From an optimization exercise on the open Yosys and OpenROAD flow, aimed at small area; shortcuts taken in it are not production practice. The RTL was checked by simulation tests, not by an equivalence proof against the original design. The flow treats the clock pin as an ideal source. Dropping or thinning the clock tree relies on that and would not hold on a real chip. No activity file was given, so power comes from the tool's default toggle rates.

## run 4
==> flow/design.v <==
`timescale 1ns / 1ps
module Passthrough(
	input wire CLK,
	input wire rst,  
	output wire TX,
	output wire C4,
	output wire C5,
	input wire C6,
	output wire C8,
	output wire LED1,
	output wire C15
);
localparam [1:0] P_WAIT = 2'd0, P_WAITF = 2'd1, P_SEND = 2'd2, P_RESP = 2'd3;
reg [1:0] ph;
reg [16:0] cnt;
reg [6:0] cc;      
reg [6:0] mc;      
reg u;             
reg [12:0] mrn;    
wire [8:0] tmr = cnt[8:0];
wire [3:0] bi = cnt[12:9];
wire [3:0] by = cnt[16:13];
wire [16:0] inc = cnt + 17'd1;
wire tovf = &tmr;
wire is_send = (ph == P_SEND);
wire is_gap = (bi == 4'd9);
wire [6:0] oldmax = u ? 7'd126 : mc;
wire cc_last = (cc == 7'd126);
wire gt = cnt[12:0] > ~mrn;
reg [6:0] pre;
always @(*) begin
	case (by[2:0])
		3'd0: pre = 7'h48;  
		3'd1: pre = 7'h34;  
		3'd2: pre = 7'h72;  
		3'd3: pre = 7'h64;  
		3'd4: pre = 7'h63;  
		3'd5: pre = 7'h30;  
		3'd6: pre = 7'h72;  
		default: pre = 7'h33;  
	endcase
end
wire [7:0] bs_data = {1'b0, by[3] ? cc : pre};
wire [7:0] usb_data = {1'b0, mc};
wire bs_frame = (bi == 4'd15) ? 1'b0 : (bi[3] ? 1'b1 : bs_data[bi[2:0]]);
wire [3:0] nbi = (is_gap & tovf) ? 4'd15 : inc[12:9];
wire [3:0] nby = inc[16:13];
wire usb_low = (cc == 7'd32) & (((nbi == 4'd15) & (nby == 4'd15)) |
                                (~nbi[3] & (nby == 4'd0) & ~usb_data[nbi[2:0]]));
assign TX = ~(is_send & usb_low);
assign C4 = ~is_send | bs_frame;
assign C15 = ~is_send | is_gap;
assign C5 = (ph == P_RESP);
assign C8 = (ph != P_WAITF);
assign LED1 = u | mc[6] | mc[5];
always @(posedge CLK) begin
	if (rst) begin
		ph <= P_WAIT;
		cnt <= 17'd21071;
		cc <= 7'd32;
		mc <= 7'd0;
		u <= 1'b0;
		mrn <= 13'h1fff;
	end else begin
		cnt <= inc;
		case (ph)
			P_WAIT: begin
				if (&cnt) begin
					ph <= P_SEND;
					cnt <= {4'd15, 4'd9, 9'd509};
					cc <= cc_last ? 7'd32 : cc + 7'd1;
					if (cc_last)
						mrn <= 13'h1fff;
				end
			end
			P_WAITF: begin
				ph <= P_WAIT;
			end
			P_SEND: begin
				if (is_gap & (by == 4'd15) & ~tmr[1] & ~tmr[0]) begin
					ph <= P_RESP;
					cnt <= 17'd0;
				end else if (tovf) begin
					cnt[8:0] <= (bi == 4'd8) ? 9'd508 : 9'd233;
					if (is_gap)
						cnt[12:9] <= 4'd15;
				end
			end
			P_RESP: begin
				if (~C6) begin
					ph <= P_WAITF;
					cnt <= {4'd0, oldmax, 6'd0};
					if (gt)
						mrn <= ~cnt[12:0];
					mc <= (gt & ~cc_last) ? cc : oldmax;
					u <= gt & cc_last;
				end
			end
		endcase
	end
end
endmodule
Settings: LEC_CHECK=0, CAP_MARGIN=0, CORE_MARGIN=2, CORE_UTILIZATION=70, GPL_TIMING_DRIVEN=0, PLACE_DENSITY=0.8, SLEW_MARGIN=0; clock period 10.0 ns.
standard.sh (not shown) runs the stock make flow with config.mk's settings and CLKGATE_MAP_FILE= SYNTH_SCRIPT=/design/flow/synth_recipe.tcl, a recipe that flattens the netlist after the stock synthesis.
==> flow/flow/run.sh <==
#!/bin/bash
# Own flow: the standard layout (standard.sh), with these changes for area:
# - synthesis maps the logic with an area-oriented ABC script
#   (flow/abc_area.script) and without the half/full adder cell step
#   (ADDER_MAP_FILE empty); everything else in synthesis (flip-flop mapping,
#   flattening, renaming) is the standard script's;
# - the port buffers are buf_1 cells;
# - clock tree synthesis builds a flat tree (flow/cts_single.tcl).
# Each tool's output is in orfs/logs/ and all of make's output in flow.log.
set -euo pipefail
here=$(pwd)
script=$here/flow/abc_area.script
# ORFS's synth.tcl with only the ABC call changed
sed "s#log_cmd abc {\*}\$abc_args#log_cmd abc -script $script {*}[lrange \$abc_args 2 end]#" \
  "$FLOW_HOME/scripts/synth.tcl" > "$here/synth_area.tcl"
grep -q "abc -script $script" "$here/synth_area.tcl"
# The standard flow's synthesis script, sourcing the changed synth.tcl
sed "s#\$::env(SCRIPTS_DIR)/synth.tcl#$here/synth_area.tcl#" synth_recipe.tcl > "$here/synth_recipe_area.tcl"
grep -q "synth_area.tcl" "$here/synth_recipe_area.tcl"
bash standard.sh SYNTH_SCRIPT="$here/synth_recipe_area.tcl" ADDER_MAP_FILE= BUFFER_PORTS_ARGS="-inputs -outputs -buffer_cell sky130_fd_sc_hd__buf_1" PRE_CTS_TCL="$here/flow/cts_single.tcl" CLKROOT_CELL=sky130_fd_sc_hd__inv_2 CLKBUF_CELL=sky130_fd_sc_hd__inv_8 CLKBUF_N=3 finish > "$here/flow.log" 2>&1
==> flow/flow/cts_single.tcl <==
rename clock_tree_synthesis _tritoncts_unused
proc clock_tree_synthesis {args} {
  set cell sky130_fd_sc_hd__clkbuf_8
  if { [info exists ::env(CLKBUF_CELL)] } { set cell $::env(CLKBUF_CELL) }
  set k 3
  if { [info exists ::env(CLKBUF_N)] } { set k $::env(CLKBUF_N) }
  set block [ord::get_db_block]
  set clk [$block findNet CLK]
  set src $clk
  set master [[ord::get_db] findMaster $cell]
  set sinks {}
  foreach it [$clk getITerms] {
    set bb [[$it getInst] getBBox]
    lappend sinks [list $it [expr {([$bb xMin] + [$bb xMax]) / 2.0}] [expr {([$bb yMin] + [$bb yMax]) / 2.0}]]
  }
  # k-means on the clock pins' positions, started from bands along x
  set sinks [lsort -real -index 1 $sinks]
  set n [llength $sinks]
  set cx {}
  set cy {}
  for {set c 0} {$c < $k} {incr c} {
    set s [lindex $sinks [expr {int(($c + 0.5) * $n / $k)}]]
    lappend cx [lindex $s 1]
    lappend cy [lindex $s 2]
  }
  for {set iter 0} {$iter < 30} {incr iter} {
    # greedy assignment by distance, at most ceil(n/k) pins per buffer
    set cap [expr {($n + $k - 1) / $k}]
    set pairs {}
    set i 0
    foreach s $sinks {
      for {set c 0} {$c < $k} {incr c} {
        lappend pairs [list $i $c [expr {abs([lindex $s 1] - [lindex $cx $c]) + abs([lindex $s 2] - [lindex $cy $c])}]]
      }
      incr i
    }
    set pairs [lsort -real -index 2 $pairs]
    set assign [lrepeat $n -1]
    set used [lrepeat $k 0]
    foreach p $pairs {
      lassign $p i c d
      if {[lindex $assign $i] < 0 && [lindex $used $c] < $cap} {
        lset assign $i $c
        lset used $c [expr {[lindex $used $c] + 1}]
      }
    }
    set nx {}
    set ny {}
    for {set c 0} {$c < $k} {incr c} {
      set sx 0.0; set sy 0.0; set m 0
      foreach s $sinks a $assign {
        if {$a == $c} { set sx [expr {$sx + [lindex $s 1]}]; set sy [expr {$sy + [lindex $s 2]}]; incr m }
      }
      if {$m > 0} { lappend nx [expr {$sx / $m}]; lappend ny [expr {$sy / $m}] } else { lappend nx [lindex $cx $c]; lappend ny [lindex $cy $c] }
    }
    set cx $nx
    set cy $ny
  }
  # with inverting leaf cells, one inverter between the port and the leaves
  # keeps the clock's polarity
  if { [info exists ::env(CLKROOT_CELL)] } {
    set root [odb::dbInst_create $block [[ord::get_db] findMaster $::env(CLKROOT_CELL)] clkbuf_root_CLK]
    set src [odb::dbNet_create $block clknet_root_CLK]
    $src setSigType CLOCK
    [$root findITerm A] connect $clk
    [$root findITerm Y] connect $src
    set rx 0.0; set ry 0.0
    for {set c 0} {$c < $k} {incr c} { set rx [expr {$rx + [lindex $cx $c]}]; set ry [expr {$ry + [lindex $cy $c]}] }
    $root setLocation [expr {int($rx / $k)}] [expr {int($ry / $k)}]
    $root setPlacementStatus PLACED
    puts "clock root: $::env(CLKROOT_CELL)"
  }
  for {set c 0} {$c < $k} {incr c} {
    set buf [odb::dbInst_create $block $master clkbuf_leaf_${c}_CLK]
    set net [odb::dbNet_create $block clknet_leaf_${c}_CLK]
    $net setSigType CLOCK
    set m 0
    foreach s $sinks a $assign {
      if {$a == $c} {
        set it [lindex $s 0]
        $it disconnect
        $it connect $net
        incr m
      }
    }
    [$buf findITerm A] connect $src
    set out [$buf findITerm X]
    if { $out == "NULL" || $out == "" } { set out [$buf findITerm Y] }
    $out connect $net
    $buf setLocation [expr {int([lindex $cx $c])}] [expr {int([lindex $cy $c])}]
    $buf setPlacementStatus PLACED
    puts "clock buffer $c: $cell driving $m clock pins"
  }
  set_propagated_clock [all_clocks]
}
Other scripts of this flow, unchanged in this note and not shown: flow/flow/abc_area.script
Changes in run 2 relative to run 4:
==> flow/flow/run.sh <==
#!/bin/bash
# Own flow: the standard layout, except that synthesis maps the logic with
# an area-oriented ABC script (flow/abc_area.script). Everything else in
# synthesis (flip-flop mapping, flattening, renaming) is the standard script's.
set -euo pipefail
here=$(pwd)
script=$here/flow/abc_area.script
# ORFS's synth.tcl with only the ABC call changed
sed "s#log_cmd abc {\*}\$abc_args#log_cmd abc -script $script {*}[lrange \$abc_args 2 end]#" \
  "$FLOW_HOME/scripts/synth.tcl" > "$here/synth_area.tcl"
grep -q "abc -script $script" "$here/synth_area.tcl"
# The standard flow's synthesis script, sourcing the changed synth.tcl
sed "s#\$::env(SCRIPTS_DIR)/synth.tcl#$here/synth_area.tcl#" synth_recipe.tcl > "$here/synth_recipe_area.tcl"
grep -q "synth_area.tcl" "$here/synth_recipe_area.tcl"
bash standard.sh SYNTH_SCRIPT="$here/synth_recipe_area.tcl" ADDER_MAP_FILE= BUFFER_PORTS_ARGS="-inputs -outputs -buffer_cell sky130_fd_sc_hd__buf_1" PRE_CTS_TCL="$here/flow/cts_single.tcl" CLKROOT_CELL=sky130_fd_sc_hd__inv_2 CLKBUF_CELL=sky130_fd_sc_hd__inv_6 CLKBUF_N=3 finish > "$here/flow.log" 2>&1
==> run notes <==
- Run 2: total vias in the final route is 47 higher than what run 4 reported.
- Any difference in global-route total usage across every layer between run 4 and run 2 is small enough to ignore.
- Run 2 ended up with a lower power density over the cells than run 4 did.
- Between run 4 and run 2, the portion of the clock cycle consumed by the worst path in the final layout does not differ in any meaningful way.
- On run 2: first-iteration DRC count is 43 lower than what run 4 gave.
- Diff run 2..run 4 | wire length | negligible
- [compare] base=run 4 new=run 2: minimum clock period shows a reduction of 0.0050 ns; total iterations of the first detailed-routing run shows no meaningful change.
- Diff run 4 -> run 2: post-route worst setup slack picked up an extra 0.0050 ns, synthesis-to-finish area growth down 0.34 points.
In every run of this note, the design's own scripts or RTL, not TritonCTS, make the clock network.

## port drivers added, routing unchanged
No port has a modelled driver above. Below, the same layouts with a new extraction and two added sets of constraints.
Step 1 sets driving cells, clkbuf_16 on the clock port and buf_2 on the other inputs (assumed; they add their load-dependent delay and slew).
Step 2 times the ports against the registers' clock, not the clock port: input delays grow and output delays shrink by t, the midpoint of the rising clock arrivals with the driver on.
Slacks: ideal / step 1 / step 2; pairs: ideal / step 1.
run | shift t [ns] | setup slack, ns | worst hold slack (ns) | worst register clock-pin slew, ns | worst slew at a driven data input, ns
run 4 | 0.258 | 4.911 / 4.884 / 5.142 | 0.480 / 0.480 / 0.480 | 0.09 / 0.09 | 0.03
run 2 | 0.252 | 4.917 / 4.889 / 5.140 | 0.483 / 0.483 / 0.483 | 0.12 / 0.12 | 0.03
After both steps every run listed still meets setup and hold.
